This design comes from an exercise in tuning for small area, a short achievable clock period and few clock cycles per item on the open sky130 flow, not from production work.
Where RTL was checked, it was by simulation tests only, not by an equivalence proof against the original.

==> run a <==
// M1
module M1 (
  input logic Clock,
  input logic Resetn,
  input logic Start,
  output logic Stop,
  output logic[17:0]   SRAM_address,
  output logic[15:0]   SRAM_write_data,
  output logic         SRAM_we_n,
  input logic[15:0]    SRAM_read_data
);
localparam logic [17:0] U_START   = 18'd38400;
localparam logic [17:0] V_START   = 18'd57600;
localparam logic [17:0] RGB_START = 18'd146944;
logic        act;
logic [9:0]  ph;       
logic [16:0] ya;       
logic [17:0] wa;       
logic [6:0]  col;      
logic        wen;
logic [7:0]  cw [0:15];
logic [15:0] yw;              
logic i_3, m0, m78, m79;
always_comb begin
  i_3 = ph[4] | ph[5];        
  m0  = (col == 7'd0);
  m78 = (col == 7'd78);
  m79 = (col == 7'd79);
end
logic [7:0] t [0:5];
logic [7:0] s0, s1, s2, s3, s4, s5;
always_comb begin
  for (int k = 0; k < 6; k++) t[k] = cw[2*k];
  s1 = (m0 & ~i_3) ? t[2] : t[1];
  s0 = m0 ? s1 : t[0];
  s2 = t[2];
  s3 = (m79 & i_3) ? t[2] : t[3];
  s4 = m79 ? s3 : t[4];
  s5 = m79 ? s3 : (m78 & i_3) ? t[4] : t[5];
end
logic [8:0] ia, ib, ic;       
function automatic logic [8:0] add8(input logic [7:0] x, input logic [7:0] y);
  logic c;
  c = 1'b0;
  for (int i = 0; i < 8; i++) begin
    add8[i] = x[i] ^ y[i] ^ c;
    c = (x[i] & y[i]) | (x[i] & c) | (y[i] & c);
  end
  add8[8] = c;
endfunction
always_ff @(posedge Clock) begin
  ia <= add8(s0, s5);
  ib <= add8(s1, s4);
  ic <= add8(s2, s3);
end
wire [16:0] isum;
wire [8:0]  ichr = isum[16:8];
wire ti_w1 = ia[7] ^ ia[5]; wire ti_w2 = ia[7] & ia[5];
wire ti_w3 = ia[8] ^ ia[6]; wire ti_w4 = ia[8] & ia[6];
wire ti_w5 = ia[4] ^ ia[2]; wire ti_w6 = ia[4] & ia[2];
wire ti_w7 = ia[5] ^ ia[3] ^ ia[1]; wire ti_w8 = (ia[5] & ia[3]) | (ia[1] & (ia[5] ^ ia[3]));
  ...
Settings: LEC_CHECK=0, CAP_MARGIN=20, CORE_MARGIN=2, CORE_UTILIZATION=60, SLEW_MARGIN=20; clock period 24.0 ns.
standard.sh (not shown) runs the stock make flow with config.mk's settings and CLKGATE_MAP_FILE= SYNTH_SCRIPT=/design/flow/synth_recipe.tcl, a recipe that flattens the netlist after the stock synthesis.
==> flow/flow/run.sh <==
#!/bin/bash
# Standard synthesis and layout, with faster port buffers (buf_4) and the
# extra ORFS settings listed in flow/make.env (one NAME=value per line).
# Logs go to this folder.
set -uo pipefail
here=$(pwd)
args=()
while IFS= read -r line; do [ -n "$line" ] && args+=("$line"); done < flow/make.env
bash standard.sh synth > "$here/synth.log" 2>&1 || exit 1
bash standard.sh finish "BUFFER_PORTS_ARGS=-buffer_cell sky130_fd_sc_hd__buf_4" \
  "${args[@]}" > "$here/layout.log" 2>&1 || exit 1
==> flow/flow/make.env <==
CTS_CLUSTER_SIZE=25
CTS_CLUSTER_DIAMETER=100
==> inputs of run b, as changes to run a <==
==> flow/config.mk (replaced) <==
export PLATFORM = sky130hd
export DESIGN_NAME = M1
export DESIGN_NICKNAME = M1
export VERILOG_FILES = /design/flow/design.v
export SDC_FILE = /design/flow/constraint.sdc
export NUM_CORES = 4
export LEC_CHECK = 0
export CAP_MARGIN = 20
export CORE_MARGIN = 2
export CORE_UTILIZATION = 40
export SLEW_MARGIN = 20
==> inputs of run c, as changes to run a <==
--- a/flow/design.v
+++ b/flow/design.v
@@ -372,25 +372,28 @@
   else clip = x[7:0];
 endfunction
 logic wr_next;     
 always_comb wr_next = wen & (ph[2] | ph[4] | ph[5] | ph[6] | ph[8] | ph[9]);
 logic we;          
 assign SRAM_we_n = ~we;
+logic fin;         
 always_ff @(posedge Clock or negedge Resetn) begin
   if (~Resetn) begin
     act <= 1'b0;
+    fin <= 1'b0;
     Stop <= 1'b0;
     we <= 1'b0;
   end else begin
     we <= 1'b0;
+    Stop <= fin;
     if (!act) begin
-      if (Start && !Stop) act <= 1'b1;
+      if (Start && !fin) act <= 1'b1;
     end else if (wr_next) begin
       we <= 1'b1;
       if (wa == 18'h3FFFF) begin
-        Stop <= 1'b1;
+        fin <= 1'b1;
         act <= 1'b0;
       end
     end
   end
 end
 always_ff @(posedge Clock) begin
==> flow/config.mk (replaced) <==
export PLATFORM = sky130hd
export DESIGN_NAME = M1
export DESIGN_NICKNAME = M1
export VERILOG_FILES = /design/flow/design.v
export SDC_FILE = /design/flow/constraint.sdc
export NUM_CORES = 4
export LEC_CHECK = 0
export CAP_MARGIN = 20
export CORE_MARGIN = 2
export CORE_UTILIZATION = 40
export SLEW_MARGIN = 20
==> results.toml <==
[cells_and_area]
finalNonFillerCells = 2259
multi_input_area_share_pct = 49.8
multi_input_area_mm2 = 0.0107
final_core_util_pct = 64.6

[worst_setup_path]
cp.arrival_ps = 1060

[global_routing]
grtUsageTotal_pct = 24.8

[place]
placed_cells = 2231

[outcome]
outcome = "finished clean"
The numbers above come from run a.

==> results.toml <==
[global_routing]
grtUsageTotal_pct = 17.5

[cells_and_area]
multi_input_area_mm2 = 0.0108

[place]
placed_cells = 2511

[outcome]
outcome = "finished clean"

[hold_path]
whs_endpoint = "cw[10][5]"

[worst_setup_path]
cp.arrival_ps = 1080
The numbers above come from run c.

==> results.toml <==
[cells_and_area]
finalNonFillerCells = 2483
multi_input_area_mm2 = 0.0107
final_core_util_pct = 43.7

[outcome]
outcome = "finished clean"

[worst_setup_path]
cp.arrival_ps = 1080
The numbers above come from run b.

Testbench counts of run a, summed over its fixed seeds: cycles 768,120, images 4.
Testbench counts of run b, summed over its fixed seeds: cycles 768,120, images 4.
No functional check of the RTL was part of run c.

---

==> wip/yarrow: inputs <==
Another version of the RTL of M1 (not shown whole).
Settings: LEC_CHECK=0, CAP_MARGIN=20, CORE_MARGIN=2, CORE_UTILIZATION=40, SLEW_MARGIN=20; clock period 24.0 ns.
run.sh (not shown) runs the stock make flow with config.mk's settings and CLKGATE_MAP_FILE= SYNTH_SCRIPT=/design/flow/synth_recipe.tcl, a recipe that flattens the netlist after the stock synthesis.
Stock flow here: none of the scripts above is used.
==> wip/violet (differences from wip/yarrow) <==
--- a/flow/design.v
+++ b/flow/design.v
@@ -11,41 +11,41 @@
   input logic[15:0]    SRAM_read_data
 );
 localparam logic [17:0] U_START   = 18'd38400;
 localparam logic [17:0] V_START   = 18'd57600;
 localparam logic [17:0] RGB_START = 18'd146944;
 logic        act;
 logic [9:0]  ph;       
-logic [15:0] ya;       
-logic [14:0] ca;       
+logic [15:0] yz;       
 logic [17:0] wa;       
 logic [6:0]  col;      
 logic        wen;
 logic [7:0]  pu [0:7];
 logic [7:0]  pv [0:7];
-logic [15:0] y0w, y1w;        
+logic [15:0] y0w;             
+logic [7:0]  y3;              
 logic [8:0]  iu, iv;          
 logic i_v, i_3, m0, m78, m79;
 always_comb begin
-  i_v = ph[9] | ph[1];        
+  i_v = ph[8] | ph[1];        
   i_3 = ph[0] | ph[1];        
   m0  = (col == 7'd0);
   m78 = (col == 7'd78);
   m79 = (col == 7'd79);
 end
 logic [7:0] t [0:5];
 logic [7:0] s0, s1, s2, s3, s4, s5;
 always_comb begin
   for (int k = 0; k < 6; k++) t[k] = i_v ? pv[k] : pu[k];
-  s0 = (m0 & ~i_3) ? t[2] : (m0 & i_3) ? t[1] : t[0];
   s1 = (m0 & ~i_3) ? t[2] : t[1];
+  s0 = m0 ? s1 : t[0];
   s2 = t[2];
   s3 = (m79 & i_3) ? t[2] : t[3];
-  s4 = (m79 & ~i_3) ? t[3] : (m79 & i_3) ? t[2] : t[4];
-  s5 = (m79 & ~i_3) ? t[3] : (m79 & i_3) ? t[2] : (m78 & i_3) ? t[4] : t[5];
+  s4 = m79 ? s3 : t[4];
+  s5 = m79 ? s3 : (m78 & i_3) ? t[4] : t[5];
 end
 logic [8:0] ia, ib, ic;       
 always_ff @(posedge Clock) begin
   ia <= {1'b0, s0} + {1'b0, s5};
   ib <= {1'b0, s1} + {1'b0, s4};
   ic <= {1'b0, s2} + {1'b0, s3};
 end
@@ -120,23 +120,23 @@
 wire ti_w135 = ti_w83 ^ ti_w106 ^ ti_w107; wire ti_w136 = (ti_w83 & ti_w106) | (ti_w107 & (ti_w83 ^ ti_w106));
 wire ti_w137 = ic[7] ^ ti_w84 ^ ti_w108; wire ti_w138 = (ic[7] & ti_w84) | (ti_w108 & (ic[7] ^ ti_w84));
 wire [16:0] ti_ra = {1'b0, ic[8], ti_w136, ti_w134, ti_w132, ti_w130, ti_w128, ti_w126, ti_w124, ti_w122, ti_w120, ti_w118, ti_w116, ti_w114, ti_w112, ti_w110, 1'b1};
 wire [16:0] ti_rb = {1'b0, ti_w138, ti_w137, ti_w135, ti_w133, ti_w131, ti_w129, ti_w127, ti_w125, ti_w123, ti_w121, ti_w119, ti_w117, ti_w115, ti_w113, ti_w111, ti_w109};
 assign isum = ti_ra + ti_rb;
 logic [7:0] ey;
 logic [8:0] eu, ev;
-always_comb begin
-  ey = ({8{ph[0]}} & y0w[15:8]) | ({8{ph[1]}} & y0w[7:0])
-     | ({8{ph[3]}} & y1w[15:8]) | ({8{ph[4]}} & y1w[7:0]);
-  if (ph[1] | ph[4]) begin
-    eu = iu;
-    ev = iv;
+always_ff @(posedge Clock) begin
+  ey <= ({8{ph[9]}} & y0w[15:8]) | ({8{ph[0] | ph[1]}} & y0w[7:0])
+      | ({8{ph[2]}} & SRAM_read_data[15:8]) | ({8{ph[3] | ph[4]}} & y3);
+  if (ph[0] | ph[1] | ph[3] | ph[4]) begin
+    eu <= iu;
+    ev <= iv;
   end else begin
-    eu = {pu[1][7], ~pu[1][7], pu[1][6:0]};
-    ev = {pv[2][7], ~pv[2][7], pv[2][6:0]};
+    eu <= {pu[1][7], ~pu[1][7], pu[1][6:0]};
+    ev <= {pv[2][7], ~pv[2][7], pv[2][6:0]};
   end
 end
 wire [26:0] sR, sG, sB;
 wire tr_w1 = ey[5] ^ ey[3]; wire tr_w2 = ey[5] & ey[3];
 wire tr_w3 = ey[6] ^ ey[4] ^ ey[2]; wire tr_w4 = (ey[6] & ey[4]) | (ey[2] & (ey[6] ^ ey[4]));
 wire tr_w5 = ev[8] ^ ev[4]; wire tr_w6 = ev[8] & ev[4];
 wire tr_w7 = ey[7] ^ ey[5] ^ ey[3]; wire tr_w8 = (ey[7] & ey[5]) | (ey[3] & (ey[7] ^ ey[5]));
@@ -419,70 +419,70 @@
 always_comb begin
   cr = clip(qr);
   cg = clip(qg);
   cb = clip(qb);
 end
 logic wr_next;     
 always_comb wr_next = wen & (ph[1] | ph[2] | ph[3] | ph[4] | ph[5] | ph[6]);
+logic we;          
+assign SRAM_we_n = ~we;
 always_ff @(posedge Clock or negedge Resetn) begin
   if (~Resetn) begin
     act <= 1'b0;
     Stop <= 1'b0;
-    SRAM_we_n <= 1'b1;
+    we <= 1'b0;
   end else begin
-    SRAM_we_n <= 1'b1;
+    we <= 1'b0;
     if (!act) begin
       if (Start && !Stop) act <= 1'b1;
     end else if (wr_next) begin
-      SRAM_we_n <= 1'b0;
+      we <= 1'b1;
       if (wa == 18'h3FFFF) begin
         Stop <= 1'b1;
         act <= 1'b0;
       end
     end
   end
 end
 always_ff @(posedge Clock) begin
   if (!act) begin
-    ph <= 10'd1;
-    ya <= 16'hFFFD;
-    ca <= 15'd0;
+    ph <= 10'b01_0000_0000;
+    yz <= 16'hFFFD;
     wa <= RGB_START;
     col <= 7'd77;
     wen <= 1'b0;
     SRAM_address <= U_START;
   end else begin
     ph <= {ph[8:0], ph[9]};
-    if (ph[9]) SRAM_address <= U_START + {3'd0, ca};
-    if (ph[0]) SRAM_address <= V_START + {3'd0, ca};
-    if (ph[7] | ph[8]) begin SRAM_address <= {2'd0, ya}; ya <= ya + 16'd1; end
+    if (ph[7]) SRAM_address <= U_START + 18'd3 + {{2{yz[15]}}, yz};
+    if (ph[8]) SRAM_address <= {2'd0, yz[14:0] + 15'd1, 1'b0};
+    if (ph[9]) begin SRAM_address <= {2'd0, yz[14:0], 1'b1}; yz <= yz + 16'd1; end
+    if (ph[0]) SRAM_address <= V_START + 18'd2 + {{2{yz[15]}}, yz};
     if (wr_next) begin SRAM_address <= wa; wa <= wa + 18'd1; end
-    if (ph[1]) ca <= ca + 15'd1;
-    if (ph[0] && ca == 15'd3) wen <= 1'b1;
-    if (ph[7]) col <= (col == 7'd79) ? 7'd0 : col + 7'd1;
+    if (ph[0] && yz == 16'd1) wen <= 1'b1;
+    if (ph[6]) col <= (col == 7'd79) ? 7'd0 : col + 7'd1;
   end
 end
 always_ff @(posedge Clock) begin
-  if (ph[0]) y1w <= SRAM_read_data;
   if (ph[1]) y0w <= SRAM_read_data;
-  if (ph[8] | ph[2]) begin
+  if (ph[2]) y3 <= SRAM_read_data[7:0];
+  if (ph[8] | ph[0]) begin
     for (int k = 0; k < 6; k++) pu[k] <= pu[k+1];
-    pu[6] <= ph[2] ? SRAM_read_data[15:8] : pu[7];
+    pu[6] <= ph[0] ? SRAM_read_data[15:8] : pu[7];
     pu[7] <= SRAM_read_data[7:0];
   end
-  if (ph[0] | ph[3]) begin
+  if (ph[9] | ph[3]) begin
     for (int k = 0; k < 6; k++) pv[k] <= pv[k+1];
     pv[6] <= ph[3] ? SRAM_read_data[15:8] : pv[7];
     pv[7] <= SRAM_read_data[7:0];
   end
-  if (ph[9] | ph[1]) iu <= isum[16:8];
-  if (ph[0] | ph[2]) iv <= isum[16:8];
-  if (ph[0] | ph[1] | ph[3] | ph[4]) begin
-    qr <= sR[26:16];
-    qg <= sG[26:16];
-    qb <= sB[26:16];
-  end
-  if (ph[1] | ph[4]) begin SRAM_write_data <= {cr, cg}; hb <= cb; end
-  if (ph[2] | ph[5]) SRAM_write_data <= {hb, cr};
-  if (ph[3] | ph[6]) SRAM_write_data <= {cg, cb};
+  if (ph[8] | ph[1]) iu <= isum[16:8];
+  if (ph[9] | ph[2]) iv <= isum[16:8];
+  qr <= sR[26:16];
+  qg <= sG[26:16];
+  qb <= sB[26:16];
+  hb <= cb;
+  if (ph[1] | ph[4]) SRAM_write_data <= {cr, cg};
+  else if (ph[2] | ph[5]) SRAM_write_data <= {hb, cr};
+  else SRAM_write_data <= {cg, cb};
 end
 endmodule
==> flow/flow/run.sh (new file) <==
#!/bin/bash
# Standard synthesis and layout, with faster port buffers (buf_4) and
# clock-tree clustering settings from flow/cts.env. Logs go to this folder.
set -uo pipefail
here=$(pwd)
bash standard.sh synth > "$here/synth.log" 2>&1 || exit 1
bash standard.sh finish "BUFFER_PORTS_ARGS=-buffer_cell sky130_fd_sc_hd__buf_4" \
  $(cat flow/cts.env) > "$here/layout.log" 2>&1 || exit 1
==> flow/flow/cts.env (new file) <==
CTS_CLUSTER_SIZE=30 CTS_CLUSTER_DIAMETER=80
==> flow/standard.sh (new file) <==
#!/bin/bash
# synth_recipe.tcl (not shown) runs the flow's synth.tcl, then flattens the netlist and writes it again
# the make line also repeats each setting of config.mk as NAME=value (left out here)
make -C /OpenROAD-flow-scripts/flow DESIGN_CONFIG=/design/flow/config.mk WORK_HOME=/design/flow/orfs CLKGATE_MAP_FILE= SYNTH_SCRIPT=/design/flow/synth_recipe.tcl "${@:-finish}"
removed: flow/run.sh
==> run summary <==
| metric | wip/yarrow | wip/violet |
|---|---|---|
| Result of the run | complete, no violations | complete, no violations |
| Post-Route Hold Slack | 0.416 ns | 0.413 ns |
| Final estimated routing congestion in global placement | 0.940 | 0.905 |
| Number of synthesized register bits | 350 | 353 |
| Global routing usage on met2 | 0.326 | 0.317 |
| Library cells used by synthesis | 68 | 67 |
| Die outline area | 64900 um2 | 63200 um2 |
| Number of synthesized flops with an enable pin | 235 | 170 |
| Share of cell area taken by multi-input logic gates | 0.501 | 0.521 |
| Diodes inserted | 1 | 0 |
| Fill cells | 5795 | 5648 |
| Horizontal die dimension | 255 um | 251 um |
Testbench counts of wip/yarrow, summed over its fixed seeds: cycles 768,116, images 4.
The RTL of wip/violet was laid out without a check of its function.

-- what the ideal ports hide --
Ports are ideal in the flow. The routed layouts listed here were re-timed in OpenROAD.
Step 1, drivers: a clkbuf_16 drives Clock and a buf_2 each remaining input, both assumed.
Step 2 adds t to the input delays and takes it off the output delays; t is the mean of the earliest and latest rising clock arrival at the registers after step 1. Input paths then give back, and output paths get back, about the clock's delay inside the block.
Slacks: no drivers / after step 1 / after step 2; pairs: no drivers / after step 1.
run | t (ns) | setup WS [ns] | worst setup path after step 2 | cell pins on the clock port's net
run a | 0.552 | 18.144 / 18.094 / 18.005 | input to register | 1
run b | 0.574 | 18.120 / 18.069 / 18.430 | register to register | 1
run c | 0.571 | 18.124 / 18.072 / 18.197 | register to register | 1
wip/yarrow | 0.633 | 16.331 / 16.331 / 16.331 | register to register | 1
wip/violet | 0.621 | 18.058 / 18.001 / 18.510 | input to register | 1
After both steps setup and hold are still met in every run listed. For run a, which loses most, drivers alone change the setup slack by -0.050 ns; drivers and shift together by -0.139 ns.
